Background: an optimization exercise with open tools, aiming at small area. Do not read the settings as production practice.
The RTL was checked by simulation tests, not by an equivalence proof against the original design. The flow treats the clock pin as an ideal source, which a real chip does not have.

<file path="flow/config.mk">
export PLATFORM = sky130hd
export DESIGN_NAME = audiotrans
export DESIGN_NICKNAME = audiotrans
export VERILOG_FILES = /design/flow/design.v
export SDC_FILE = /design/flow/constraint.sdc
export NUM_CORES = 4
export LEC_CHECK = 0
export CAP_MARGIN = 20
export CORE_MARGIN = 2
export CORE_UTILIZATION = 55
export SLEW_MARGIN = 20
</file>
<file path="flow/constraint.sdc">
create_clock -name core_clock -period 30.0 [get_ports {CLOCK_50}]
set_input_delay 6.0000 -clock core_clock [delete_from_list [all_inputs] [get_ports {CLOCK_50}]]
set_output_delay 6.0000 -clock core_clock [all_outputs]
set_load 0.01 [all_outputs]
</file>
<file path="flow/design.v">
module displayLogic(input logic [3:0] dispNum, output logic [6:0] dispOut);	 
always_comb
	begin
		case (dispNum)
			4'd0: dispOut=7'b1000000;
			4'd1: dispOut=7'b1111001;
			4'd2: dispOut=7'b0100100;
			4'd3: dispOut=7'b0110000;
			4'd4: dispOut=7'b0011001;
			4'd5: dispOut=7'b0010010;
			4'd6: dispOut=7'b0000010;
			4'd7: dispOut=7'b1111000;
			4'd8: dispOut=7'b0000000;
			4'd9: dispOut=7'b0011000;
			default: dispOut=7'bxxxxxxx;	 
		endcase
	end
endmodule
module dualDisp(input logic [3:0] inputValue, output logic [6:0] disp1, disp2);
logic ten;
logic [3:0] units;
always_comb begin
	ten = inputValue >= 4'd10;
	units = ten ? inputValue - 4'd10 : inputValue;
end
assign disp1 = ten ? 7'b1111001 : 7'b1000000;
displayLogic display2(.dispNum(units), .dispOut(disp2));
endmodule
module bitcrush(input logic [31:0] inleft, inright,	 
				input logic reset, clock, slow_tick,
				output logic [31:0] outleft, outright,
				output logic valid);	 
always_ff @(posedge clock) begin
	if(slow_tick) begin
		outleft<=inleft;
		outright<=inright;
	end
end
always_ff @(posedge clock or negedge reset) begin
	if(~reset) valid<=1'b0;
	else if(slow_tick) valid<=1'b1;
end
endmodule
module compressor(input logic [31:0] inleft, inright,	 
				  input logic clock, reset,
				  output logic [31:0] avgleft, avgright);
	logic [4:0] cnt;
	logic full;
	assign full = (cnt == 5'd20);
	always_ff @(posedge clock or negedge reset) begin
		if (~reset) cnt <= 5'd0;
		else if (!full) cnt <= cnt + 5'd1;
	end
	avg20 l(.clock(clock), .reset(reset), .full(full), .in(inleft), .avg(avgleft));
	avg20 r(.clock(clock), .reset(reset), .full(full), .in(inright), .avg(avgright));
endmodule
module avg20(input logic clock, reset, full,
			 input logic [31:0] in,
			 output logic [31:0] avg);
	logic [31:0] h [0:19];	 
	logic [36:0] s, sn;		 
	logic [36:0] cs, cc;	 
	logic [31:0] nh;
	logic unused;
	assign nh = ~(h[19] & {32{full}});
	always_comb begin
		for (int i = 0; i < 32; i++) begin
			cs[i] = s[i] ^ in[i] ^ nh[i];
			cc[i+1] = (s[i] & in[i]) | (s[i] & nh[i]) | (in[i] & nh[i]);
		end
		for (int i = 32; i < 37; i++) cs[i] = ~s[i];
		for (int i = 32; i < 36; i++) cc[i+1] = s[i];
		cc[0] = 1'b1;
	end
	rca #(37) add(.a(cs), .b(cc), .ci(1'b0), .s(sn), .co(unused));
	always_ff @(posedge clock) begin
		h[0] <= in;
		for (int k = 1; k < 20; k++) h[k] <= h[k-1];
		avg <= div20(s);
	end
	always_ff @(posedge clock or negedge reset) begin
		if (~reset) s <= 37'd0;
		else s <= sn;
	end
	function automatic logic [2:0] mod5(input logic [34:0] x);
		logic [6:0] ds;
		logic [4:0] f;
		ds = 7'(x[3:0]) + 7'(x[7:4]) + 7'(x[11:8]) + 7'(x[15:12]) + 7'(x[19:16])
		   + 7'(x[23:20]) + 7'(x[27:24]) + 7'(x[31:28]) + 7'(x[34:32]);
		f = 5'(ds[3:0]) + 5'(ds[6:4]);
		mod5 = 3'(f % 5'd5);
	endfunction
	function automatic logic [31:0] div20(input logic [36:0] v);
		logic [34:0] x;
		logic [2:0] r;
		logic [31:0] q;
		logic c, a, rc;
		x = v[36:2];
		r = mod5(x);
		q[0] = x[0] ^ r[0];
		c = q[0] & r[0];
		q[1] = x[1] ^ r[1] ^ c;
		c = (q[1] & r[1]) | (q[1] & c) | (r[1] & c);
		rc = r[2] | c;		 
		q[2] = x[2] ^ q[0] ^ rc;
		c = (q[2] & q[0]) | (q[2] & rc) | (q[0] & rc);
		for (int i = 3; i < 32; i++) begin
			a = q[i-2];
			q[i] = x[i] ^ a ^ c;
			c = (~x[i] & a) | (~x[i] & c) | (a & c);
		end
		div20 = q;
	endfunction
endmodule
module visualizer(input logic clock, com_tick, reset,	 
				  input logic [31:0] right, left,
				  output logic [25:0] lights);
	logic [32:0] both;
	logic [26:0] m;
	logic [26:0] g [1:9];	 
	logic [3:0] vcnt;
	logic vfull;
	logic [30:0] t, tn;		 
	logic [31:0] sum10;
	logic [4:0] lvl;		 
	logic [4:0] rmsLvl, litLvl;
	logic [25:0] ge;
	logic unused1, unused2;
	rca #(32) addlr(.a(left), .b(right), .ci(1'b0), .s(both[31:0]), .co(both[32]));
	assign m = (|both[32:28]) ? {27{1'b1}} : both[27:1];
	assign vfull = (vcnt == 4'd9);
	rca #(31) add10(.a({4'd0, m}), .b(t), .ci(1'b0), .s(sum10[30:0]), .co(sum10[31]));
	rca #(31) sub9(.a(sum10[30:0]), .b(~{4'd0, g[9] & {27{vfull}}}), .ci(1'b1), .s(tn), .co(unused1));
	function automatic logic ge_k(input logic [31:0] x, input logic [31:0] k);
		logic r;
		r = 1'b1;
		for (int i = 0; i < 32; i++) r = k[i] ? (x[i] & r) : (x[i] | r);
		ge_k = r;
	endfunction
	always_comb begin
		for (int i = 0; i < 26; i++) ge[i] = ge_k(sum10, 32'(3000000*i + 10));
		lvl = 5'd0;
		for (int i = 0; i < 26; i++) if (ge[i]) lvl = 5'(i + 1);
	end
	always_ff @(posedge clock) begin
		if (com_tick) begin
			g[1] <= m;
			for (int k = 2; k <= 9; k++) g[k] <= g[k-1];
		end
	end
	always_ff @(posedge clock or negedge reset) begin
		if (~reset) begin
			vcnt <= 4'd0;
			t <= 31'd0;
			rmsLvl <= 5'd0;
			litLvl <= 5'd0;
		end else if (com_tick) begin
			if (!vfull) vcnt <= vcnt + 4'd1;
			t <= tn;
			rmsLvl <= lvl;
			litLvl <= rmsLvl;
		end
	end
	always_comb
		for (int i = 0; i < 26; i++) lights[i] = (litLvl > 5'(i));
endmodule
module fxfsm(input logic clock, slow_tick, reset,	 
			 input logic [3:0] sel,
			 input logic [31:0] leftin, rightin,
			 output logic [31:0] leftout, rightout);
	logic [31:0] bcright, bcleft, avgleft, avgright;
	logic bcvalid;
	logic sBC, sMONO, sB8, sCOMP, idle, selz;
	assign idle = ~(sBC | sMONO | sB8 | sCOMP);
	assign selz = (sel == 4'b0000);
	always_ff @(posedge clock or negedge reset) begin
		if (~reset) begin
			sBC <= 1'b0; sMONO <= 1'b0; sB8 <= 1'b0; sCOMP <= 1'b0;
		end else begin
			sBC   <= idle ? (sel == 4'b0001) : (sBC   & ~selz);
			sMONO <= idle ? (sel == 4'b0010) : (sMONO & ~selz);
			sB8   <= idle ? (sel == 4'b0100) : (sB8   & ~selz);
			sCOMP <= idle ? (sel == 4'b1000) : (sCOMP & ~selz);
		end
	end
	logic lbig, rbig;	 
	assign lbig = leftin[31] | (&leftin[30:0]);
	assign rbig = rightin[31] | (&rightin[30:0]);
	logic lIn, lBc, lB8, lAvg, rIn, rBc, rL, rB8, rAvg;
	assign lIn  = idle | sMONO | (sCOMP & ~lbig);
	assign lBc  = sBC & bcvalid;
	assign lB8  = sB8;
	assign lAvg = sCOMP & lbig;
	assign rIn  = idle | (sCOMP & ~rbig);
	assign rBc  = sBC & bcvalid;
	assign rL   = sMONO;
	assign rB8  = sB8;
	assign rAvg = sCOMP & rbig;
	logic [31:0] nl, nr;
	assign nl = (leftin & {32{lIn}}) | (bcleft & {32{lBc}}) | ({8'd0, leftin[31:8]} & {32{lB8}})
			  | (avgleft & {32{lAvg}});
	assign nr = (rightin & {32{rIn}}) | (bcright & {32{rBc}}) | (leftin & {32{rL}})
			  | ({8'd0, rightin[31:8]} & {32{rB8}}) | (avgright & {32{rAvg}});
	always_ff @(posedge clock or negedge reset) begin
		if (~reset) begin
			leftout <= 32'd0;
			rightout <= 32'd0;
		end else begin
			leftout <= nl;
			rightout <= nr;
		end
	end
	compressor comp(.inleft(leftin), .inright(rightin), .clock(clock), .reset(reset),
					.avgleft(avgleft), .avgright(avgright));
	bitcrush bc(.inright(rightin), .inleft(leftin), .clock(clock), .slow_tick(slow_tick),
				.reset(reset), .outright(bcright), .outleft(bcleft), .valid(bcvalid));
endmodule
module reset(input logic clk, rst,
					output logic rstSync);
	logic intRst;
	always_ff@(posedge clk or negedge rst) begin
		if(~rst) begin
			intRst<=1'b0;
			rstSync<=1'b0;
		end else begin
			intRst<=1'b1;
			rstSync<=intRst;
		end
	end
endmodule
module audiotrans(		input logic CLOCK_50, reset_in,
						input logic slow_tick, com_tick,
						input logic [0:3] volume,
						input logic [3:0] sel,
						input logic [31:0] left_in, right_in,
						output logic [31:0] left_out, right_out,
						output logic [25:0] lights,
						output logic [6:0] vol0, vol1);
	logic reset;
	logic [31:0] right_internal, left_internal;
	logic [3:0] vol;
	assign vol = {volume[0], volume[1], volume[2], volume[3]};
	volmul lmul(.a(left_internal), .v(vol), .y(left_out));
	volmul rmul(.a(right_internal), .v(vol), .y(right_out));
	reset rst(.clk(CLOCK_50), .rst(reset_in), .rstSync(reset));
	fxfsm fx(.clock(CLOCK_50), .slow_tick(slow_tick), .reset(reset), .sel(sel),
			 .leftin(left_in), .rightin(right_in),
			 .leftout(left_internal), .rightout(right_internal));
	visualizer viz(.clock(CLOCK_50), .com_tick(com_tick), .reset(reset),
				   .right(right_internal), .left(left_internal), .lights(lights));
	dualDisp dispVolume(.inputValue(vol), .disp1(vol0), .disp2(vol1));
endmodule
module rca #(parameter int W = 32) (input logic [W-1:0] a, b, input logic ci,
									output logic [W-1:0] s, output logic co);
	logic [W:0] c;
	assign c[0] = ci;
	for (genvar i = 0; i < W; i++) begin : bit_
		assign s[i] = a[i] ^ b[i] ^ c[i];
		assign c[i+1] = (a[i] & b[i]) | (a[i] & c[i]) | (b[i] & c[i]);
	end
	assign co = c[W];
endmodule
module volmul(input logic [31:0] a, input logic [3:0] v, output logic [31:0] y);
	logic [31:0] p0, p1, p2, p3, s1, s2;
	logic unused1, unused2, unused3;
	assign p0 = a & {32{v[0]}};
	assign p1 = {a[30:0], 1'b0} & {32{v[1]}};
	assign p2 = {a[29:0], 2'b0} & {32{v[2]}};
	assign p3 = {a[28:0], 3'b0} & {32{v[3]}};
	rca #(32) r1(.a(p0), .b(p1), .ci(1'b0), .s(s1), .co(unused1));
	rca #(32) r2(.a(s1), .b(p2), .ci(1'b0), .s(s2), .co(unused2));
	rca #(32) r3(.a(s2), .b(p3), .ci(1'b0), .s(y), .co(unused3));
endmodule
</file>
<file path="flow/flow/run.sh">
#!/bin/bash
# Standard layout (the standard.sh, ORFS) with three changes:
#  - after the standard synthesis, invopt2.py re-chooses the polarity of full
#    adders and of gates that have an inverting twin (and2/nand2, ...) so that
#    fewer inverters are needed; the logic and the registers are unchanged;
#  - the clock tree is built from clkbuf_16 in clusters of up to 32 sinks,
#    without dummy loads;
#  - the port buffers are buf_1 cells.
# Each step writes its full output to its own log in this folder.
set -euo pipefail
RES=$PWD/orfs/results/sky130hd/audiotrans/base
LIB=$FLOW_HOME/platforms/sky130hd/lib/sky130_fd_sc_hd__tt_025C_1v80.lib
CTS="-sink_clustering_enable -repair_clock_nets -dont_use_dummy_load -buf_list sky130_fd_sc_hd__clkbuf_16 -sink_clustering_size 32 -sink_clustering_max_diameter 100 -root_buf sky130_fd_sc_hd__clkbuf_8 -tree_buf sky130_fd_sc_hd__clkbuf_8"
bash standard.sh $RES/1_2_yosys.v > synth_run.log 2>&1
cp $RES/1_2_yosys.v $RES/1_2_yosys_std.v
python3 flow/invopt2.py $LIB $RES/1_2_yosys_std.v $RES/1_2_yosys.v > invopt.log 2>&1
bash standard.sh CTS_ARGS="$CTS" BUFFER_PORTS_ARGS="-buffer_cell sky130_fd_sc_hd__buf_1" finish > layout_run.log 2>&1
</file>
<file path="flow/flow/invopt2.py">
#!/usr/bin/env python3
"""Inverter minimisation on a Yosys gate netlist (sky130hd).

Two ways to move an inversion without changing the logic:
  - a full adder computes the same with every input and both outputs
    inverted: fa(~a,~b,~c) = (~cout, ~sum);
  - a gate with an inverting twin (and2/nand2, or2/nor2, a21o/a21oi, ...)
    can be swapped for its twin, which inverts its output.
This script removes every plain inverter, chooses for each full adder and
each such gate whether to invert, so that the cell area plus the inverters
still needed is smallest, and then puts back one inverter for each signal
that some pin needs inverted.  Registers and ports are left as they are.

usage: invopt2.py LIBERTY IN.v OUT.v
"""
import math
import random
import re
import sys

P = 'sky130_fd_sc_hd__'
INV = re.compile(r'^sky130_fd_sc_hd__(inv|clkinv)_\d+$')
FA = re.compile(r'^sky130_fd_sc_hd__fa_\d+$')
OUTPINS = {'X', 'Y', 'Q', 'Q_N', 'SUM', 'COUT', 'HI', 'LO'}
TWINS = [('and2', 'nand2'), ('and3', 'nand3'), ('and4', 'nand4'),
         ('or2', 'nor2'), ('or3', 'nor3'), ('or4', 'nor4'),
         ('xor2', 'xnor2'), ('xor3', 'xnor3'),
         ('a21o', 'a21oi'), ('a22o', 'a22oi'), ('a31o', 'a31oi'), ('a32o', 'a32oi'),
         ('a41o', 'a41oi'), ('a211o', 'a211oi'), ('a221o', 'a221oi'), ('a311o', 'a311oi'),
         ('a2111o', 'a2111oi'), ('a2bb2o', 'a2bb2oi'), ('a21bo', 'a21boi'),
         ('o21a', 'o21ai'), ('o22a', 'o22ai'), ('o31a', 'o31ai'), ('o32a', 'o32ai'),
         ('o41a', 'o41ai'), ('o211a', 'o211ai'), ('o221a', 'o221ai'), ('o311a', 'o311ai'),
         ('o2111a', 'o2111ai'), ('o2bb2a', 'o2bb2ai'), ('o21ba', 'o21bai'),
         ('and2b', 'nand2b'), ('or2b', 'nor2b'), ('and3b', 'nand3b'), ('or3b', 'nor3b'),
         ('and4b', 'nand4b'), ('or4b', 'nor4b'), ('and4bb', 'nand4bb'), ('or4bb', 'nor4bb')]


def lib_cells(path):
    txt = open(path).read()
    cells = {}
    for m in re.finditer(r'\n\s*cell\s*\(\s*"?(\w+)"?\s*\)\s*\{', txt):
        name = m.group(1)
        start = m.end()
        am = re.search(r'\barea\s*:\s*([\d.]+)', txt[start:start + 3000])
        pins = []
        nxt = txt.find('\n    cell (', start)
        body = txt[start:nxt if nxt > 0 else len(txt)]
        for pm in re.finditer(r'\n\s*pin\s*\(\s*"?(\w+)"?\s*\)\s*\{(.*?)direction\s*:\s*"?(\w+)"?', body, re.S):
            pins.append((pm.group(1), pm.group(3)))
        cells[name] = (float(am.group(1)) if am else 0.0, pins)
    return cells


def parse(text):
    m = re.search(r'^module\s+(\S+)\s*\((.*?)\);', text, re.S | re.M)
    body_start = m.end()
    end = text.rindex('endmodule')
    body = text[body_start:end]
    decls = []
    cells = []
    for stmt in re.finditer(r'(.*?);', body, re.S):
        s = stmt.group(1).strip()
        if not s:
            continue
        first = s.split()[0]
        if first in ('wire', 'input', 'output', 'inout', 'reg'):
            decls.append(s + ' ;')
        elif first == 'assign':
            raise SystemExit('assign statements not supported')
        else:
            mm = re.match(r'(\S+)\s+(\S+)\s*\((.*)\)$', s, re.S)
            if not mm:
                raise SystemExit('cannot parse: ' + s[:200])
            typ, name, pins = mm.groups()
            pd = {}
            for pm in re.finditer(r'\.(\w+)\s*\(\s*(.*?)\s*\)\s*(,|$)', pins, re.S):
                pd[pm.group(1)] = pm.group(2)
            cells.append([typ, name, pd])
    return text[:body_start], decls, cells, text[end:]


def main():
    lib, src, dst = sys.argv[1], sys.argv[2], sys.argv[3]
    lc = lib_cells(lib)
    area = {k: v[0] for k, v in lc.items()}
    inv_area = area[P + 'inv_1']

    # twin cell for each cell of a twin pair, when both exist with the same inputs
    twin = {}
    for a, b in TWINS:
        for sfx in ('_0', '_1', '_2', '_4'):
            ca, cb = P + a + sfx, P + b + sfx
            if ca in lc and cb in lc:
                ia = sorted(p for p, d in lc[ca][1] if d == 'input')
                ib = sorted(p for p, d in lc[cb][1] if d == 'input')
                oa = [p for p, d in lc[ca][1] if d == 'output']
                ob = [p for p, d in lc[cb][1] if d == 'output']
                if ia == ib and len(oa) == 1 and len(ob) == 1:
                    twin[ca] = (cb, oa[0], ob[0])
                    twin[cb] = (ca, ob[0], oa[0])

    text = open(src).read()
    head, decls, cells, tail = parse(text)

    outputs = set()
    inputs = set()
    for d in decls:
        for kind, sset in (('output', outputs), ('input', inputs)):
            if d.startswith(kind):
                mm = re.match(kind + r'\s+(\[(\d+):(\d+)\]\s+)?(\S+) ;', d)
                name = mm.group(4)
                if mm.group(1):
                    a, b = int(mm.group(2)), int(mm.group(3))
                    for i in range(min(a, b), max(a, b) + 1):
                        sset.add('%s[%d]' % (name, i))
                else:
                    sset.add(name)

    driver = {}
    for ci, (typ, name, pd) in enumerate(cells):
        for p, n in pd.items():
            if p in OUTPINS:
                driver[n] = ci

    inv_in = {}
    for ci, (typ, name, pd) in enumerate(cells):
        if INV.match(typ):
            inv_in[pd['Y']] = pd['A']

    def resolve(n):
        pol = 0
        while n in inv_in:
            n = inv_in[n]
            pol ^= 1
        return n, pol

    # flippable nodes: full adders and gates with a twin; not if an output is a port
    kind = {}
    for ci, (typ, name, pd) in enumerate(cells):
        outs = [n for p, n in pd.items() if p in OUTPINS]
        if any(n in outputs for n in outs):
            continue
        if FA.match(typ):
            kind[ci] = 'fa'
        elif typ in twin:
            kind[ci] = 'gate'
    flip = {ci: 0 for ci in kind}
    nodes = list(kind)

    def area_delta(ci):
        # area change of the flipped cell relative to its current cell
        if kind[ci] != 'gate':
            return 0.0
        typ = cells[ci][0]
        return area[twin[typ][0]] - area[typ]

    def root_flip(root):
        ci = driver.get(root)
        if ci is None:
            return 0
        return flip.get(ci, 0)

    # consumers: every input pin of every cell but removed inverters, and each
    # output port driven through inverters (port consumers: cell index -1)
    consumers = []
    for ci, (typ, name, pd) in enumerate(cells):
        if INV.match(typ):
            continue
        for p, n in pd.items():
            if p in OUTPINS:
                continue
            root, pol = resolve(n)
            consumers.append((ci, p, root, pol))
    port_inv = {}
    for ci, (typ, name, pd) in enumerate(cells):
        if INV.match(typ) and pd['Y'] in outputs:
            root, pol = resolve(pd['A'])
            consumers.append((-1, pd['Y'], root, pol ^ 1))
            port_inv[pd['Y']] = ci
    # a port can take its driver's net directly only if that net has no other
    # port and is the output of a cell we may rename
    port_roots = {}
    for k, (ci, p, root, pol) in enumerate(consumers):
        if ci == -1:
            port_roots.setdefault(root, []).append(k)
    direct_ok = set()
    for root, ks in port_roots.items():
        d = driver.get(root)
        if len(ks) == 1 and d is not None and root not in outputs and root not in inputs \
                and (FA.match(cells[d][0]) or cells[d][0] in twin or
                     any(cells[d][0].startswith(P + x) for x in ('a2', 'a3', 'o2', 'o3', 'nand', 'nor', 'and', 'or', 'xor', 'xnor', 'mux2', 'maj3', 'ha_'))):
            direct_ok.add(ks[0])

    by_root = {}
    for k, (ci, p, root, pol) in enumerate(consumers):
        by_root.setdefault(root, []).append(k)

    node_roots = {}
    for ci in nodes:
        typ, name, pd = cells[ci]
        rs = set()
        for p, n in pd.items():
            if p in OUTPINS:
                rs.add(n)
            elif kind[ci] == 'fa':
                rs.add(resolve(n)[0])
        node_roots[ci] = rs

    def need(k):
        ci, p, root, pol = consumers[k]
        f = flip.get(ci, 0) if (ci >= 0 and kind.get(ci) == 'fa') else 0
        return pol ^ root_flip(root) ^ f

    def root_cost(root):
        # inverters needed for this root (a port needing the inverse has its own)
        c = 0
        shared = False
        for k in by_root.get(root, ()):
            ci = consumers[k][0]
            if ci == -1:
                if need(k) or k not in direct_ok:
                    c += 1
            elif need(k):
                shared = True
        return (c + (1 if shared else 0)) * inv_area

    def node_cost(ci):
        return sum(root_cost(r) for r in node_roots[ci]) + (area_delta(ci) if flip[ci] else 0.0)

    def total():
        return sum(root_cost(r) for r in by_root) + sum(area_delta(ci) for ci in nodes if flip[ci])

    before = total()
    order = list(nodes)
    passes = 0
    improved = True
    while improved and passes < 50:
        improved = False
        passes += 1
        random.Random(passes).shuffle(order)
        for ci in order:
            c0 = node_cost(ci)
            flip[ci] ^= 1
            c1 = node_cost(ci)
            if c1 < c0 - 1e-9:
                improved = True
            else:
                flip[ci] ^= 1
    rng = random.Random(1)
    cur = total()
    best = cur
    best_flip = dict(flip)
    if nodes:
        steps = 300000
        for it in range(steps):
            temp = 2.0 * (1.0 - it / steps) + 0.05
            ci = nodes[rng.randrange(len(nodes))]
            c0 = node_cost(ci)
            flip[ci] ^= 1
            c1 = node_cost(ci)
            d = c1 - c0
            if d <= 0 or rng.random() < math.exp(-d / temp):
                cur += d
                if cur < best - 1e-9:
                    best = cur
                    best_flip = dict(flip)
            else:
                flip[ci] ^= 1
        flip.update(best_flip)
    after = total()

    # rebuild
    new_decls = list(decls)
    cnt = [0]

    def fresh():
        cnt[0] += 1
        n = '_invopt_%d_' % cnt[0]
        new_decls.append('wire %s ;' % n)
        return n

    # physical name of each root: flipped drivers get new names (their nets
    # now carry the inverse), and a port fed directly takes over the name
    phys = {}
    for ci in nodes:
        if flip[ci]:
            for p, n in cells[ci][2].items():
                if p in OUTPINS:
                    phys[n] = fresh()
    direct = {}
    for k, (ci, p, root, pol) in enumerate(consumers):
        if ci == -1 and k in direct_ok and not need(k):
            direct[root] = p
            phys[root] = p

    new_cells = []
    inv_of = {}

    def inverted(root):
        if root not in inv_of:
            net = fresh()
            inv_of[root] = net
            cnt[0] += 1
            new_cells.append([P + 'inv_1', '_invopt_c%d_' % cnt[0],
                              {'A': phys.get(root, root), 'Y': net}])
        return inv_of[root]

    pins_new = {}
    for k, (ci, p, root, pol) in enumerate(consumers):
        if ci == -1:
            if need(k):
                cnt[0] += 1
                new_cells.append([P + 'inv_1', '_invopt_c%d_' % cnt[0],
                                  {'A': phys.get(root, root), 'Y': p}])
            elif k not in direct_ok:
                # keep an inverter pair as before: should not happen often
                mid = inverted(root)
                cnt[0] += 1
                new_cells.append([P + 'inv_1', '_invopt_c%d_' % cnt[0], {'A': mid, 'Y': p}])
            continue
        pins_new[(ci, p)] = inverted(root) if need(k) else phys.get(root, root)
    for ci, (typ, name, pd) in enumerate(cells):
        if INV.match(typ):
            continue
        pd2 = {}
        for p, n in pd.items():
            if p in OUTPINS:
                n2 = phys.get(n, n)
                if ci in flip and flip[ci] and kind[ci] == 'gate':
                    p = twin[typ][2]
                pd2[p] = n2
            else:
                pd2[p] = pins_new.get((ci, p), n)
        if ci in flip and flip[ci] and kind[ci] == 'gate':
            typ = twin[typ][0]
        new_cells.append([typ, name, pd2])

    used = set()
    for typ, name, pd in new_cells:
        used.update(pd.values())
    out_decls = []
    for d in new_decls:
        mm = re.match(r'wire\s+(\S+) ;$', d)
        if mm and mm.group(1) not in used:
            continue
        out_decls.append(d)

    with open(dst, 'w') as f:
        f.write(head + '\n')
        for d in out_decls:
            f.write('  ' + d + '\n')
        for typ, name, pd in new_cells:
            f.write('  %s %s (\n' % (typ, name))
            f.write(',\n'.join('    .%s(%s )' % (p, n) for p, n in pd.items()))
            f.write('\n  );\n')
        f.write(tail)

    def tot_area(cs):
        return sum(area.get(c[0], 0.0) for c in cs)
    ninv0 = sum(1 for c in cells if INV.match(c[0]))
    ninv1 = sum(1 for c in new_cells if INV.match(c[0]))
    sys.stderr.write('invopt2: inverters %d -> %d, area %.1f -> %.1f (model %.1f -> %.1f), '
                     '%d FAs and %d gates flipped, %d greedy passes\n'
                     % (ninv0, ninv1, tot_area(cells), tot_area(new_cells), before, after,
                        sum(1 for c in nodes if flip[c] and kind[c] == 'fa'),
                        sum(1 for c in nodes if flip[c] and kind[c] == 'gate'), passes))


if __name__ == '__main__':
    main()
</file>
<file path="flow/standard.sh">
#!/bin/bash
# synth_recipe.tcl (not shown) runs the flow's synth.tcl, then flattens the netlist and writes it again
# the make line also repeats each setting of config.mk as NAME=value (left out here)
make -C /OpenROAD-flow-scripts/flow DESIGN_CONFIG=/design/flow/config.mk WORK_HOME=/design/flow/orfs CLKGATE_MAP_FILE= SYNTH_SCRIPT=/design/flow/synth_recipe.tcl "${@:-finish}"
</file>
==> results of run 1 <==
flip-flops by register name (all words and copies together), names as in the netlist, 4 cells and up:
signal and count:
fx.bc.outleft 32, viz.rmsLvl 5, viz.g 243, fx.comp.r.h 640
fx.comp.l.h 640, fx.comp.l.avg 32, fx.bc.outright 32, fx.leftout 32
viz.vcnt 4, fx.comp.cnt 5, fx.comp.r.s 37, viz.litLvl 5
fx.comp.l.s 37, fx.comp.r.avg 32, viz.t 31, fx.rightout 32
layout make-up:
type,instances,area [sq um]
Fill cell,8453,43300
Inverter,206,773
Clock buffer,69,1630
Timing Repair Buffer,260,1300
Sequential cell,1846,41000
Tap cell,1403,1760
Multi-Input combinational cell,1702,17100
Antenna cell,5,12.5
stage by stage:
step / cells / instance area, sq um / hold slack, ns
global route: 5487 / 63600 / 0.298
global placement: 5417 / 61900 / 0.310
detailed placement: 5417 / 61900 / 0.312
finish: 5491 / 63600 / 0.290
floorplan: 3868 / 59300 / 0.310
CTS: 5486 / 63500 / 0.292
worst max-delay path: cells and delay by family (launching register included):
family / cells / cell delay [ns]
adder cells (fa/ha/maj): 62 / 25.64
AND/OR/NAND/NOR: 7 / 1.51
AO/OA/AOI/OAI: 6 / 1.06
flip-flops: 1 / 0.39
buffers and inverters: 2 / 0.25
what timing repair did:
item / CTS / global route
setup endpoints to repair: 5 / 5
gates resized for setup: 9 / 17
pin swaps: 0 / 3
worst paths after layout:
| check | to | cells past startpoint |
|---|---|---|
| min in group asynchronous | fx.comp.r.s[28] | 0 |
| setup / recovery | viz.rmsLvl[0] | 77 |
| max in group asynchronous | rst.rstSync | 1 |
| hold / removal | fx.comp.l.h[1][27] | 0 |
| hold reg to reg | fx.comp.l.h[1][27] | 0 |
| setup reg to reg | viz.rmsLvl[0] | 77 |
per-layer routing:
metal | GRT usage [%] | wire, um | share of wire, %
met1 | 32.2 | 54000 | 48
met2 | 31.5 | 49800 | 44
met3 | 3.75 | 7350 | 6.5
met4 | 5.08 | 2230 | 2.0
met5 | 0 | 12 | 0.011
==> results.cfg, run 1 <==
[final_layout]
fin_util_pct = 59.5
areaGrowthSynthToFinish_pct = 7.32
drive_gt1_share_pct = 6.69
layout_common_cells = dfxtp_1, nand2_1, fa_1
layout_commonest_cell = dfxtp_1
nets = 4721

[clock_network]
cts_buffers = 69
clock_latency_ns = 0.78
ctsLongestPathBuffers = 3
cts_hold_buf = 0
cts_max_level = 3
cts.reportedPaths.clkPinSlew_ns = 0.11
cts_setup_buffers = 0
clk_root_buffer_cell = clkbuf_8
cts_tree = built
cts.sinks = 1846

[place]
dpl.hpwl_um = 82800
place_congestion = 0.874
dp_slack_ns = -0.182
numPortBuffers = 176

[floorplan]
rows = 120
die_x_um = 332
io_pins = 180
die_h_um = 332
die_area_sq_um = 110000
core_area_sq_um = 107000
initial_core_util_pct = 55.4

[worst_setup_path]
critical_path_arrival_ns = 29.61
slowest_stage = or4_4
endpoint_kind = flip-flop
cp-start-kind = flip-flop
slowest_delay_ns = 0.54
cp_common_cell = fa_1
reg2reg_slack_ns = 1.03
crit_fanout = 10
cp.required_ns = 30.64
criticalPathCategory = reg2reg
r2r_start = fx.rightout[0]
startpoint = fx.rightout[0]

[sta]
tns_ns = 0
finalSetupViolCount = 0
fin_skew_ns = 0.0746
postLayoutSetupSlackWorst_ns = 1.03
report.final.slew_viol_count = 0
timing.final.crit_share_pct = 96.6
fmax_mhz = 34.5
fin_crit_ns = 28.97
worstMarginPinSlew_ns = 1.03
max_slew_margin_pct = 31.1
grt_setup_unrepaired = no
hold_viol = 0

[detailed_routing]
via_count = 28191
ant_nets = 0
firstDrtPassIters = 9
wl_per_cell_um = 20.7
drcViolationCount = 0
wl_um = 113000
drt_iter0_markers = 2060
vias_per_cell = 5.13

[logic_synthesis]
synth_warnings = 10
synthCells = 3866
syn_avg_cell_area_sq_um = 15.3
synthesis.area_sq_um = 59300

[hold_path]
hold_class = reg2reg
worst_hold_startpoint = fx.comp.l.h[0][27]

[job]
maxCapViolations = 0

[global_routing]
grt_max_degree = 84
overflow = 0
antenna_found_initial = 9
grt_pass1_wl_um = 174000
grt_pass1_vias = 28063
track_usage_pct = 21.1

[run_status]
status = complete, no violations
==> inputs of run 2 (changes only) <==
--- a/flow/flow/run.sh
+++ b/flow/flow/run.sh
@@ -10,7 +10,7 @@
 set -euo pipefail
 RES=$PWD/orfs/results/sky130hd/audiotrans/base
 LIB=$FLOW_HOME/platforms/sky130hd/lib/sky130_fd_sc_hd__tt_025C_1v80.lib
-CTS="-sink_clustering_enable -repair_clock_nets -dont_use_dummy_load -buf_list sky130_fd_sc_hd__clkbuf_16 -sink_clustering_size 32 -sink_clustering_max_diameter 100 -root_buf sky130_fd_sc_hd__clkbuf_8 -tree_buf sky130_fd_sc_hd__clkbuf_8"
+CTS="-sink_clustering_enable -repair_clock_nets -dont_use_dummy_load -buf_list sky130_fd_sc_hd__clkbuf_16 -sink_clustering_size 32 -sink_clustering_max_diameter 100"
 bash standard.sh $RES/1_2_yosys.v > synth_run.log 2>&1
 cp $RES/1_2_yosys.v $RES/1_2_yosys_std.v
 python3 flow/invopt2.py $LIB $RES/1_2_yosys_std.v $RES/1_2_yosys.v > invopt.log 2>&1
==> run 2 against run 1 <==
Compared with the run above: still clean; first-iteration DRC count increased by 7.8%; cell count about the same; global-route usage is essentially flat; routed wire length fell by 0.13%; flip-flop and latch count unchanged; synthesized cell count unchanged; area after synthesis unchanged; critical endpoint unchanged.
==> results.cfg, run 2 <==
[detailed_routing]
firstDrtPassIters = 9
ant_nets = 0
vias_per_cell = 5.12
wl_um = 113000
wl_per_cell_um = 20.6
via_count = 28121
drt_iter0_markers = 2220
drcViolationCount = 0

[place]
dp_cells = 5417
dpl.hpwl_um = 82800
dpl_cell_area_sq_um = 61900
numPortBuffers = 176
dp_slack_ns = -0.182
place_congestion = 0.874

[floorplan]
io_pins = 180
die_h_um = 332
die_area_sq_um = 110000
initial_core_util_pct = 55.4
core_area_sq_um = 107000
rows = 120
die_x_um = 332

[clock_network]
cts.reportedPaths.clkPinSlew_ns = 0.11
cts_setup_buffers = 0
clk_root_buffer_cell = clkbuf_16
cts.sinks = 1846
cts_buffers = 69
clock_latency_ns = 0.67
ctsLongestPathBuffers = 3
cts_tree = built
cts_max_level = 3
cts_hold_buf = 0

[sta]
max_slew_margin_pct = 30.2
worstMarginPinSlew_ns = 1.05
fin_crit_ns = 29.01
fin_hold_ws_ns = 0.306
finalSetupViolCount = 0
postLayoutSetupSlackWorst_ns = 0.987
fin_skew_ns = 0.0662
report.final.slew_viol_count = 0
fmax_mhz = 34.5
tns_ns = 0
timing.final.crit_share_pct = 96.7
hold_viol = 0

[job]
maxCapViolations = 0

[global_routing]
antenna_found_initial = 8
overflow = 0
grt_pass1_vias = 28072
grt_pass1_wl_um = 174000
grt_max_degree = 84
track_usage_pct = 21.1

[worst_setup_path]
slowest_delay_ns = 0.54
r2r_start = fx.rightout[0]
critical_path_arrival_ns = 29.56
path_buf_inv = 2
criticalPathCategory = reg2reg
slowest_stage = or4_4
crit_fanout = 10
cp-start-kind = flip-flop
path_delay_family = adder cells
cp.required_ns = 30.54
endpoint_kind = flip-flop
startpoint = fx.rightout[0]
cp_common_cell = fa_1

[final_layout]
design_area_sq_um = 63700
finalNonFillerCells = 5488
layout_common_cells = dfxtp_1, nand2_1, fa_1
fillerInstances = 8440
fin_util_pct = 59.6
top_regs = fx.comp.l.h: 640 flops, fx.comp.r.h: 640 flops, viz.g: 243 flops
nets = 4721
areaGrowthSynthToFinish_pct = 7.47
drive_gt1_share_pct = 6.66
layout_commonest_cell = dfxtp_1

[hold_path]
worst_hold_startpoint = fx.comp.l.h[17][28]
hold_class = reg2reg

[logic_synthesis]
synth_warnings = 10
synthesis.area_sq_um = 59300
syn_avg_cell_area_sq_um = 15.3
synthCells = 3866

[run_status]
status = complete, no violations
-- run 2: layout make-up --
cell class	instances	area, sq um	share of cell area, %
Sequential cell	1846	41000	64.4
Multi-Input combinational cell	1702	17100	26.9
Tap cell	1403	1760	2.76
Clock buffer	69	1730	2.71
Timing Repair Buffer	260	1300	2.04
Inverter	206	773	1.21
Antenna cell	2	5.00	0.00786
-- run 2: repair_timing --
action	in CTS	in global routing
gates resized for setup	9	16
endpoints found under the setup margin	5	5
pin swaps	0	3
-- run 2: routing by layer --
metal / vias to the layer above / global-route usage [%] / part of all wire, %
met5: - / 0 / 0.0079
met4: 2 / 5.06 / 2.0
met3: 120 / 3.78 / 6.5
met2: 744 / 31.5 / 44
met1: 14285 / 32.2 / 48
li1: 12970 / - / -
-- run 2: worst paths after layout --
kind | endpoint | slack (ns) | cells after the start
worst max register to register | viz.rmsLvl[0] | 0.99 | 77
worst min-delay path | fx.comp.l.h[18][28] | 0.31 | 0
worst max-delay path | viz.rmsLvl[0] | 0.99 | 77
max in group asynchronous | rst.rstSync | 24.75 | 1
min in group asynchronous | viz.vcnt[0] | 0.45 | 0
worst min register to register | fx.comp.l.h[18][28] | 0.31 | 0
-- run 2: worst reg2reg max path: cells and delay by family (launching register included) --
family	cells	cell delay, ns
buffers and inverters	2	0.25
DFF	1	0.39
adders and majority gates	62	25.71
AOI/OAI and AO/OA	6	1.06
and+or+nand+nor	7	1.51
==> inputs of run 3 (changes only) <==
==> flow/flow/run.sh (replaced) <==
#!/bin/bash
# Standard layout (the standard.sh, ORFS) with three changes:
#  - after the standard synthesis, invopt2.py re-chooses the polarity of full
#    adders and of gates that have an inverting twin (and2/nand2, ...) so that
#    fewer inverters are needed; the logic and the registers are unchanged;
#  - the clock tree is built from clkbuf_16 in clusters of up to 28 sinks
#    (clkbuf_8 for the root and the upper levels),
#    without dummy loads;
#  - the port buffers are buf_1 cells.
# Each step writes its full output to its own log in this folder.
set -euo pipefail
RES=$PWD/orfs/results/sky130hd/audiotrans/base
LIB=$FLOW_HOME/platforms/sky130hd/lib/sky130_fd_sc_hd__tt_025C_1v80.lib
CTS="-sink_clustering_enable -repair_clock_nets -dont_use_dummy_load -buf_list sky130_fd_sc_hd__clkbuf_16 -sink_clustering_size 28 -sink_clustering_max_diameter 100 -root_buf sky130_fd_sc_hd__clkbuf_8 -tree_buf sky130_fd_sc_hd__clkbuf_8"
bash standard.sh $RES/1_2_yosys.v > synth_run.log 2>&1
cp $RES/1_2_yosys.v $RES/1_2_yosys_std.v
python3 flow/invopt2.py $LIB $RES/1_2_yosys_std.v $RES/1_2_yosys.v > invopt.log 2>&1
bash standard.sh CTS_ARGS="$CTS" BUFFER_PORTS_ARGS="-buffer_cell sky130_fd_sc_hd__buf_1" finish > layout_run.log 2>&1
--- a/flow/flow/invopt2.py
+++ b/flow/flow/invopt2.py
@@ -31,7 +31,7 @@
          ('o21a', 'o21ai'), ('o22a', 'o22ai'), ('o31a', 'o31ai'), ('o32a', 'o32ai'),
          ('o41a', 'o41ai'), ('o211a', 'o211ai'), ('o221a', 'o221ai'), ('o311a', 'o311ai'),
          ('o2111a', 'o2111ai'), ('o2bb2a', 'o2bb2ai'), ('o21ba', 'o21bai'),
-         ('and2b', 'nand2b'), ('or2b', 'nor2b'), ('and3b', 'nand3b'), ('or3b', 'nor3b'),
+         ('mux2', 'mux2i'), ('and2b', 'nand2b'), ('or2b', 'nor2b'), ('and3b', 'nand3b'), ('or3b', 'nor3b'),
          ('and4b', 'nand4b'), ('or4b', 'nor4b'), ('and4bb', 'nand4bb'), ('or4bb', 'nor4bb')]
 
 
==> run 3 against run 2 <==
Compared with the run above: critical endpoint unchanged; core utilization rose by 0.10 points; critical path type unchanged; highest routed layer unchanged; clock-buffer cell count rose by 9.
==> results.cfg, run 3 <==
[run_status]
status = complete, no violations

[clock_network]
cts_tree = built
cts.reportedPaths.clkPinSlew_ns = 0.11
cts_max_level = 3
clk_root_buffer_cell = clkbuf_8
clock_latency_ns = 0.83
ctsLongestPathBuffers = 3
cts_buffers = 78
cts_hold_buf = 0
cts.sinks = 1846
cts_setup_buffers = 0

[sta]
max_slew_margin_pct = 21.0
hold_viol = 0
finalSetupViolCount = 0
fin_skew_ns = 0.106
report.final.slew_viol_count = 0
fin_crit_ns = 28.95
timing.final.crit_share_pct = 96.5
fmax_mhz = 34.5
grt_setup_unrepaired = no
postLayoutSetupSlackWorst_ns = 1.05
worstMarginPinSlew_ns = 1.17

[final_layout]
layout_common_cells = dfxtp_1, nand2_1, fa_1
nets = 4730
design_area_sq_um = 63800
drive_gt1_share_pct = 6.79
area.sequential_sq_um = 41000
areaGrowthSynthToFinish_pct = 7.66
top_regs = fx.comp.l.h: 640 flops, fx.comp.r.h: 640 flops, viz.g: 243 flops
multi_input_area_sq_um = 17100
layout_commonest_cell = dfxtp_1
fillerInstances = 8358

[job]
maxCapViolations = 0

[place]
place_congestion = 0.848
dp_slack_ns = -0.141
dpl_cell_area_sq_um = 61900
dpl.hpwl_um = 83100
numPortBuffers = 176

[worst_setup_path]
critical_path_arrival_ns = 29.64
crit_fanout = 3
rr_endpoint = viz.rmsLvl[0]
cp_common_cell = fa_1
r2r_start = fx.rightout[0]
endpoint_kind = flip-flop
criticalPathCategory = reg2reg
slowest_delay_ns = 0.48
rr_worst_depth = 76
cp.required_ns = 30.68
reg2reg_slack_ns = 1.05
slowest_stage = fa_1
cp-start-kind = flip-flop

[hold_path]
hold_end = fx.comp.r.h[16][0]
whs_path_depth = 0
worst_hold_startpoint = fx.comp.r.h[15][0]
hold_class = reg2reg

[detailed_routing]
drcViolationCount = 0
vias_per_cell = 5.15
firstDrtPassIters = 8
via_count = 28299
wl_per_cell_um = 20.9
drt_iter0_markers = 2283
ant_nets = 0
wl_um = 115000

[logic_synthesis]
synthCells = 3868
synthesis.area_sq_um = 59200
syn_avg_cell_area_sq_um = 15.3
synth_warnings = 10

[global_routing]
overflow = 0
grt_max_degree = 77
grt_pass1_wl_um = 174000
antenna_found_initial = 19
grt_pass1_vias = 28306
track_usage_pct = 21.3

[floorplan]
die_h_um = 332
initial_core_util_pct = 55.4
io_pins = 180
die_x_um = 332
core_area_sq_um = 107000
rows = 120
die_area_sq_um = 110000
run 3: cell type report:
| class | count | share of cell area [%] |
|---|---|---|
| inverters | 208 | 1.22 |
| multi-input cells | 1702 | 26.8 |
| well taps | 1403 | 2.75 |
| clock buffers | 78 | 2.90 |
| flip-flops and latches | 1846 | 64.3 |
| diodes | 4 | 0.0157 |
| repair buffers | 258 | 2.02 |
run 3: worst max-delay path: cells and delay by family, from the launching register on:
kind | cells | cell delay [ns]
adders and majority gates | 62 | 25.90
and+or+nand+nor | 7 | 1.48
AOI/OAI and AO/OA | 6 | 1.04
DFF | 1 | 0.39
buffers and inverters | 1 | 0.06
run 3: worst max-delay path by stage:
stage / from / to / slack, ns / depth (start not counted)
5_1_grt: fx.rightout[0] / viz.rmsLvl[0] / 0.03 / 76
3_3_place_gp: fx.rightout[0] / viz.rmsLvl[1] / -0.13 / 75
2_1_floorplan: fx.rightout[0] / viz.rmsLvl[0] / 0.94 / 75
3_5_place_dp: fx.rightout[0] / viz.rmsLvl[1] / -0.14 / 75
6_report: fx.rightout[0] / viz.rmsLvl[0] / 1.05 / 76
4_1_cts: fx.rightout[0] / viz.rmsLvl[0] / 0.04 / 76
run 3: routing by layer:
metal	wire length (um)	vias to the layer above	global-route usage, %
met1	53300	14354	31.3
met5	11	-	0
met3	8940	149	5.96
met4	3140	2	5.88
li1	-	13005	-
met2	49300	789	31.1
run 3: per-stage QoR:
step | std cells | TNS [ns] | hold slack [ns] | utilization, %
CTS | 5495 | 0 | 0.241 | 59.6
global route | 5497 | 0 | 0.251 | 59.7
finish | 5499 | 0 | 0.266 | 59.7
floorplan | 3870 | 0 | 0.310 | -
detailed placement | 5417 | -0.201 | 0.273 | 57.9
global placement | 5417 | -0.145 | 0.271 | 57.9
run 3: what timing repair did:
action / 4_1_cts / 5_1_grt
endpoints found under the setup margin: 2 / 5
hold endpoints to repair: 0 / 0
resized for setup: 7 / 17
pin swaps: 1 / 1
==> inputs of run 4 (changes only) <==
==> flow/flow/run.sh (replaced) <==
#!/bin/bash
# Standard layout (the standard.sh, ORFS) with three changes:
#  - after the standard synthesis, invopt2.py re-chooses the polarity of full
#    adders and of gates that have an inverting twin (and2/nand2, ...) so that
#    fewer inverters are needed; the logic and the registers are unchanged;
#  - the clock tree is built from clkbuf_16 in clusters of up to 30 sinks
#    (clkbuf_8 for the root and the upper levels),
#    without dummy loads;
#  - the port buffers are buf_1 cells.
# Each step writes its full output to its own log in this folder.
set -euo pipefail
RES=$PWD/orfs/results/sky130hd/audiotrans/base
LIB=$FLOW_HOME/platforms/sky130hd/lib/sky130_fd_sc_hd__tt_025C_1v80.lib
CTS="-sink_clustering_enable -repair_clock_nets -dont_use_dummy_load -buf_list sky130_fd_sc_hd__clkbuf_16 -sink_clustering_size 30 -sink_clustering_max_diameter 100 -root_buf sky130_fd_sc_hd__clkbuf_8 -tree_buf sky130_fd_sc_hd__clkbuf_8"
bash standard.sh $RES/1_2_yosys.v > synth_run.log 2>&1
cp $RES/1_2_yosys.v $RES/1_2_yosys_std.v
python3 flow/invopt2.py $LIB $RES/1_2_yosys_std.v $RES/1_2_yosys.v > invopt.log 2>&1
bash standard.sh CTS_ARGS="$CTS" BUFFER_PORTS_ARGS="-buffer_cell sky130_fd_sc_hd__buf_1" finish > layout_run.log 2>&1
==> run 4 against run 3 <==
Compared with the run above: register-to-register slack about the same; design area down 0.20%; sequential share of layout area up 0.13 points; flip-flop and latch count unchanged; core utilization down 0.12 points; clock-buffer cell count down 5; maximum frequency about the same; critical path type unchanged; critical endpoint unchanged.
==> results.cfg, run 4 <==
[clock_network]
ctsLongestPathBuffers = 3
cts_setup_buffers = 0
cts_max_level = 3
cts.reportedPaths.clkPinSlew_ns = 0.11
cts_hold_buf = 0
cts_tree = built
cts_buffers = 73
clock_latency_ns = 0.83
clk_root_buffer_cell = clkbuf_8
cts.sinks = 1846

[global_routing]
grt_pass1_vias = 28164
grt_max_degree = 77
track_usage_pct = 21.2
grt_pass1_wl_um = 174000
antenna_found_initial = 18
overflow = 0

[detailed_routing]
vias_per_cell = 5.14
drt_iter0_markers = 2249
drcViolationCount = 0
ant_nets = 0
wl_um = 115000
firstDrtPassIters = 8
via_count = 28256
wl_per_cell_um = 20.9

[sta]
hold_viol = 0
fmax_mhz = 34.5
finalSetupViolCount = 0
timing.final.crit_share_pct = 96.5
fin_crit_ns = 28.96
report.final.slew_viol_count = 0
fin_skew_ns = 0.0991
max_slew_margin_pct = 21.3
grt_setup_unrepaired = no
worstMarginPinSlew_ns = 1.17

[worst_setup_path]
criticalPathCategory = reg2reg
critical_path_arrival_ns = 29.64
cp_common_cell = fa_1
endpoint_kind = flip-flop
slowest_delay_ns = 0.47
slowest_stage = fa_1
cp-start-kind = flip-flop
crit_fanout = 3
cp.required_ns = 30.68

[final_layout]
finalNonFillerCells = 5493
layout_common_cells = dfxtp_1, nand2_1, fa_1
drive_gt1_share_pct = 6.68
top_regs = fx.comp.l.h: 640 flops, fx.comp.r.h: 640 flops, viz.g: 243 flops
areaGrowthSynthToFinish_pct = 7.45
fillerInstances = 8383
nets = 4725
layout_commonest_cell = dfxtp_1

[place]
dp_cells = 5417
dpl.hpwl_um = 83100
place_congestion = 0.848
numPortBuffers = 176

[floorplan]
initial_core_util_pct = 55.4
die_x_um = 332
die_area_sq_um = 110000
io_pins = 180
die_h_um = 332
rows = 120
core_area_sq_um = 107000

[logic_synthesis]
synthCells = 3868
synth_warnings = 10
synthesis.area_sq_um = 59200
syn_avg_cell_area_sq_um = 15.3

[job]
maxCapViolations = 0

[hold_path]
hold_class = reg2async

[run_status]
status = complete, no violations
run 4: layout make-up:
cell class	instances	area, sq um	share of cell area (%)
diodes	3	7.51	0.0118
well taps	1403	1760	2.76
clock buffers	73	1730	2.71
flip-flops and latches	1846	41000	64.4
multi-input cells	1702	17100	26.9
inverters	208	781	1.23
repair buffers	258	1290	2.02
run 4: worst paths after layout:
check,from,endpoint,slack (ns),depth (start not counted)
min in group core_clock,fx.comp.l.h[14][7],fx.comp.l.h[15][7],0.27,0
worst min-delay path,rst.rstSync,viz.t[21],0.27,0
worst max register to register,fx.rightout[0],viz.rmsLvl[0],1.04,76
worst min register to register,rst.rstSync,viz.t[21],0.27,0
max in group asynchronous,reset_in,rst.rstSync,24.82,1
worst max-delay path,fx.rightout[0],viz.rmsLvl[0],1.04,76
run 4: critical path: cells and delay by family (launching register included):
family	cells	cell delay, ns
compound gates	6	1.04
flops	1	0.38
simple gates	7	1.48
fa+ha+maj	62	25.93
buf+inv	1	0.06
run 4: routing by layer:
layer	track usage (%)	up-vias	wire, um
met3	5.96	153	9380
met1	31.3	14305	53200
met5	0	-	56
li1	-	12992	-
met4	5.84	8	2790
met2	31.1	798	49300
run 4: repair_timing:
action / in CTS / in global routing
pin swaps: 1 / 1
resized for setup: 7 / 17
endpoints found under the setup margin: 3 / 5
run 4: through the flow:
step                      setup slack, ns  TNS [ns]  utilization (%)  hold WS (ns)  cell area [sq um]
after floorplan                     0.943         0                -         0.310              59300
after global placement             -0.127    -0.145             57.9         0.271              61900
after detailed placement           -0.141    -0.201             57.9         0.273              61900
after CTS                          0.0238         0             59.5         0.250              63600
after global routing               0.0180         0             59.5         0.263              63700
final                                1.04         0             59.6         0.265              63700
==> inputs of run 5 (changes only) <==
--- a/flow/design.v
+++ b/flow/design.v
@@ -130,7 +130,9 @@
 	assign m = (|both[32:28]) ? {27{1'b1}} : both[27:1];
 	assign vfull = (vcnt == 4'd9);
 	rca #(31) add10(.a({4'd0, m}), .b(t), .ci(1'b0), .s(sum10[30:0]), .co(sum10[31]));
-	rca #(31) sub9(.a(sum10[30:0]), .b(~{4'd0, g[9] & {27{vfull}}}), .ci(1'b1), .s(tn), .co(unused1));
+	logic [26:0] leave;
+	assign leave = com_tick ? (g[9] & {27{vfull}}) : m;
+	rca #(31) sub9(.a(sum10[30:0]), .b(~{4'd0, leave}), .ci(1'b1), .s(tn), .co(unused1));
 	function automatic logic ge_k(input logic [31:0] x, input logic [31:0] k);
 		logic r;
 		r = 1'b1;
@@ -154,11 +156,13 @@
 			t <= 31'd0;
 			rmsLvl <= 5'd0;
 			litLvl <= 5'd0;
-		end else if (com_tick) begin
-			if (!vfull) vcnt <= vcnt + 4'd1;
+		end else begin
 			t <= tn;
-			rmsLvl <= lvl;
-			litLvl <= rmsLvl;
+			if (com_tick) begin
+				if (!vfull) vcnt <= vcnt + 4'd1;
+				rmsLvl <= lvl;
+				litLvl <= rmsLvl;
+			end
 		end
 	end
 	always_comb
--- a/flow/flow/invopt2.py
+++ b/flow/flow/invopt2.py
@@ -41,10 +41,10 @@
     for m in re.finditer(r'\n\s*cell\s*\(\s*"?(\w+)"?\s*\)\s*\{', txt):
         name = m.group(1)
         start = m.end()
-        am = re.search(r'\barea\s*:\s*([\d.]+)', txt[start:start + 3000])
         pins = []
         nxt = txt.find('\n    cell (', start)
         body = txt[start:nxt if nxt > 0 else len(txt)]
+        am = re.search(r'\n\s*area\s*:\s*([\d.]+)', body)
         for pm in re.finditer(r'\n\s*pin\s*\(\s*"?(\w+)"?\s*\)\s*\{(.*?)direction\s*:\s*"?(\w+)"?', body, re.S):
             pins.append((pm.group(1), pm.group(3)))
         cells[name] = (float(am.group(1)) if am else 0.0, pins)
--- a/flow/config.mk
+++ b/flow/config.mk
@@ -7,5 +7,5 @@
 export LEC_CHECK = 0
 export CAP_MARGIN = 20
 export CORE_MARGIN = 2
-export CORE_UTILIZATION = 55
+export CORE_UTILIZATION = 60
 export SLEW_MARGIN = 20
==> run 5 against run 4 <==
Compared with the run above: non-clock buffer count grew 1; via count grew 4.1%; hold slack gained 0.023 ns.
==> results.cfg, run 5 <==
[floorplan]
die_area_sq_um = 101000
initial_core_util_pct = 60.4
die_h_um = 318
rows = 115
io_pins = 180
die_x_um = 318
core_area_sq_um = 98100

[sta]
fin_crit_ns = 29.03
tns_ns = 0
report.final.slew_viol_count = 0
fin_skew_ns = 0.164
max_slew_margin_pct = 36.0
timing.final.crit_share_pct = 96.8
fmax_mhz = 34.4
worstMarginPinSlew_ns = 0.960
hold_viol = 0
finalSetupViolCount = 0

[run_status]
status = complete, no violations

[clock_network]
cts.sinks = 1846
cts.reportedPaths.clkPinSlew_ns = 0.11
cts_max_level = 3
ctsLongestPathBuffers = 3
cts_buffers = 75
clk_root_buffer_cell = clkbuf_8
clock_latency_ns = 0.82
cts_hold_buf = 0
cts_tree = built

[place]
place_congestion = 0.932
dpl_cell_area_sq_um = 61700
dpl.hpwl_um = 91200
numPortBuffers = 176

[detailed_routing]
wl_um = 126000
drcViolationCount = 0
drt_iter0_markers = 3332
via_count = 29406
wl_per_cell_um = 23.4
vias_per_cell = 5.47
ant_nets = 0
firstDrtPassIters = 10

[worst_setup_path]
crit_fanout = 5
slowest_delay_ns = 0.49
cp.required_ns = 30.57
path_delay_family = adder cells
path_buf_inv = 4
endpoint_kind = flip-flop
cp_common_cell = fa_1
slowest_stage = fa_1
critical_path_arrival_ns = 29.60
cp-start-kind = flip-flop
criticalPathCategory = reg2reg

[logic_synthesis]
synthesis.area_sq_um = 59300
synth_warnings = 10
synthCells = 3860
syn_avg_cell_area_sq_um = 15.4

[final_layout]
multi_input_area_sq_um = 17100
design_area_sq_um = 63600
top_regs = fx.comp.l.h: 640 flops, fx.comp.r.h: 640 flops, viz.g: 243 flops
layout_commonest_cell = dfxtp_1
area.sequential_sq_um = 41000
nets = 4716
layout_common_cells = dfxtp_1, fa_1, nand2_1
fin_util_pct = 64.8
fillerInstances = 6888
drive_gt1_share_pct = 6.30
areaGrowthSynthToFinish_pct = 7.34

[global_routing]
overflow = 0
track_usage_pct = 25.3
grt_pass1_vias = 30868
grt_pass1_wl_um = 191000
antenna_found_initial = 14
grt_max_degree = 149

[hold_path]
hold_class = reg2reg

[job]
maxCapViolations = 0
==> run 5: final timing paths <==
path / start / end / slack, ns / cells after the start
min in group asynchronous: rst.rstSync / viz.vcnt[1] / 0.38 / 0
worst min register to register: fx.comp.l.h[10][13] / fx.comp.l.h[11][13] / 0.29 / 0
max in group asynchronous: reset_in / rst.rstSync / 24.92 / 1
worst max register to register: fx.rightout[0] / viz.rmsLvl[0] / 0.97 / 75
worst max-delay path: fx.rightout[0] / viz.rmsLvl[0] / 0.97 / 75
worst min-delay path: fx.comp.l.h[10][13] / fx.comp.l.h[11][13] / 0.29 / 0
==> run 5: area by class of cell <==
cell class	count	share of cell area (%)
well taps	1287	2.53
flip-flops and latches	1846	64.4
repair buffers	259	2.06
clock buffers	75	2.79
inverters	211	1.24
diodes	7	0.0275
multi-input cells	1687	26.9
==> run 5: metrics by stage <==
stage / cells / setup slack (ns) / hold WS [ns]
5_1_grt: 5369 / -0.0104 / 0.295
4_1_cts: 5362 / 0.000377 / 0.288
3_5_place_dp: 5286 / -0.166 / 0.312
3_3_place_gp: 5285 / -0.0324 / 0.310
2_1_floorplan: 3862 / 1.31 / 0.310
6_report: 5372 / 0.972 / 0.288
==> run 5: worst register-to-register path, delay by kind of cell (launching register included) <==
kind,cells,cell delay (ns)
AO/OA/AOI/OAI,4,1.00
adder cells (fa/ha/maj),62,26.15
buffers and inverters,4,0.49
flip-flops,1,0.42
AND/OR/NAND/NOR,5,0.84
==> run 5: what timing repair did <==
action	4_1_cts	5_1_grt
gates resized for setup	4	21
endpoints found under the setup margin	3	5
endpoints found under the hold margin	0	0
setup buffers	1	3
pin swaps	1	4
==> run 5: layer usage <==
layer	GRT usage (%)	vias up	part of all wire, %
li1	-	13016	-
met1	37.0	15093	43
met2	39.8	1098	47
met3	4.86	195	7.5
met4	6.16	4	2.3
met5	0	-	0.023
==> inputs of run 6 (changes only) <==
--- a/flow/config.mk
+++ b/flow/config.mk
@@ -7,5 +7,5 @@
 export LEC_CHECK = 0
 export CAP_MARGIN = 20
 export CORE_MARGIN = 2
-export CORE_UTILIZATION = 60
+export CORE_UTILIZATION = 55
 export SLEW_MARGIN = 20
==> run 6 against run 5 <==
Compared with the run above: still clean; sequential share of layout area about the same; core utilization down 5.4 points; global-route usage down 3.7 points; first-iteration DRC count down 20%; clock skew down 0.072 ns; area after synthesis unchanged; register-to-register slack better by 0.16 ns; maximum frequency up 0.57%; cell count up 1.9%; critical endpoint unchanged; largest cell class unchanged.
==> results.cfg, run 6 <==
[final_layout]
layout_common_cells = dfxtp_1, fa_1, nand2_1
layout_commonest_cell = dfxtp_1
drive_gt1_share_pct = 5.88
nets = 4704
areaGrowthSynthToFinish_pct = 7.33
top_regs = fx.comp.l.h: 640 flops, fx.comp.r.h: 640 flops, viz.g: 243 flops
finalNonFillerCells = 5474
fin_util_pct = 59.4

[detailed_routing]
firstDrtPassIters = 9
wl_per_cell_um = 21.4
vias_per_cell = 5.18
wl_um = 117000
via_count = 28349
drt_iter0_markers = 2664
drcViolationCount = 0
ant_nets = 0

[sta]
hold_viol = 0
fin_skew_ns = 0.0926
fmax_mhz = 34.6
grt_setup_unrepaired = no
finalSetupViolCount = 0
worstMarginPinSlew_ns = 1.01
max_slew_margin_pct = 32.8
report.final.slew_viol_count = 0
postLayoutSetupSlackWorst_ns = 1.14
fin_crit_ns = 28.86
tns_ns = 0
timing.final.crit_share_pct = 96.2

[job]
maxCapViolations = 0

[global_routing]
grt_max_degree = 130
antenna_found_initial = 17
grt_pass1_wl_um = 177000
grt_pass1_vias = 28188
track_usage_pct = 21.6
overflow = 0

[worst_setup_path]
rr_worst_depth = 73
slowest_stage = fa_1
slowest_delay_ns = 0.47
criticalPathCategory = reg2reg
cp_common_cell = fa_1
critical_path_arrival_ns = 29.52
crit_fanout = 5
r2r_start = fx.leftout[0]
rr_endpoint = viz.rmsLvl[0]
endpoint_kind = flip-flop
reg2reg_slack_ns = 1.14
cp.required_ns = 30.65
cp-start-kind = flip-flop

[hold_path]
whs_path_depth = 0
hold_end = fx.comp.l.h[5][23]
worst_hold_startpoint = fx.comp.l.h[4][23]
hold_class = reg2reg

[floorplan]
rows = 120
core_area_sq_um = 107000
die_area_sq_um = 110000
initial_core_util_pct = 55.4
io_pins = 180
die_x_um = 332
die_h_um = 332

[clock_network]
cts_buffers = 73
clk_root_buffer_cell = clkbuf_8
cts_hold_buf = 0
cts.reportedPaths.clkPinSlew_ns = 0.11
cts_max_level = 3
clock_latency_ns = 0.82
ctsLongestPathBuffers = 3
cts_tree = built
cts.sinks = 1846

[place]
dp_cells = 5395
dpl.hpwl_um = 86400
numPortBuffers = 176
dp_slack_ns = -0.00338
place_congestion = 0.908

[logic_synthesis]
synthCells = 3860
synth_warnings = 10
synthesis.area_sq_um = 59300
syn_avg_cell_area_sq_um = 15.4

[run_status]
status = complete, no violations
## run 6: cell type report
type | count | area (sq um)
diodes | 5 | 12.5
repair buffers | 249 | 1230
inverters | 211 | 792
well taps | 1403 | 1760
fillers | 8413 | 43400
clock buffers | 73 | 1730
multi-input cells | 1687 | 17100
flip-flops and latches | 1846 | 41000
## run 6: routing by layer
metal	global-route usage (%)	vias up	routed length (um)
met1	33.0	14430	55600
met5	0	-	16
met4	5.78	4	2840
met3	3.73	142	7620
met2	32.3	804	51200
li1	-	12969	-
## run 6: worst max-delay path, delay by kind of cell (launching register included)
| family | cells | cell delay, ns |
|---|---|---|
| fa+ha+maj | 62 | 26.13 |
| flops | 1 | 0.42 |
| compound gates | 4 | 1.06 |
| simple gates | 5 | 0.88 |
| buf+inv | 2 | 0.28 |
## run 6: worst max-delay path by stage
stage	start	endpoint	slack [ns]	cells past startpoint
final	fx.leftout[0]	viz.rmsLvl[0]	1.14	73
after global routing	fx.leftout[0]	viz.rmsLvl[2]	0.06	77
after CTS	fx.leftout[0]	viz.rmsLvl[0]	0.03	75
after detailed placement	fx.leftout[0]	viz.rmsLvl[0]	-0.003	74
after global placement	fx.leftout[0]	viz.rmsLvl[0]	0.02	74
after floorplan	fx.leftout[0]	viz.rmsLvl[0]	1.31	75
## run 6: repair_timing
item | CTS | global route
endpoints found under the setup margin | 2 | 5
gates resized for setup | 4 | 16
buffers inserted | 0 | 1
pin swaps | 0 | 1
## run 6: metrics by stage
step                      hold WS [ns]  cell area (sq um)
after global routing             0.287              63600
final                            0.278              63600
after detailed placement         0.312              61800
after global placement           0.310              61800
after CTS                        0.282              63600
after floorplan                  0.310              59300

## port drivers added, routing unchanged
The flow's constraints put no driver on any port. The routed layouts listed below were extracted and timed again, unchanged, in two steps.
Step 1 assumes that a clkbuf_16 drives the clock port and a buf_2 every other input.
Step 2 also shifts input and output timing later by t, the mid clock arrival at the registers, as if the neighbouring blocks saw the same clock.
a / b / c = ideal ports / drivers / drivers and shift; a / b = the first two.
run	shift t [ns]	setup WS [ns]	slew at the worst register clock pin (ns)
run 1	0.827	1.026 / 1.026 / 1.026	0.12 / 0.12
run 2	0.714	0.987 / 0.987 / 0.987	0.12 / 0.12
run 3	0.853	1.048 / 1.048 / 1.048	0.11 / 0.11
run 4	0.841	1.036 / 1.036 / 1.036	0.12 / 0.12
run 5	0.817	0.972 / 0.972 / 0.972	0.12 / 0.12
run 6	0.834	1.135 / 1.135 / 1.135	0.12 / 0.12
After both steps setup and hold are still met in every run listed.
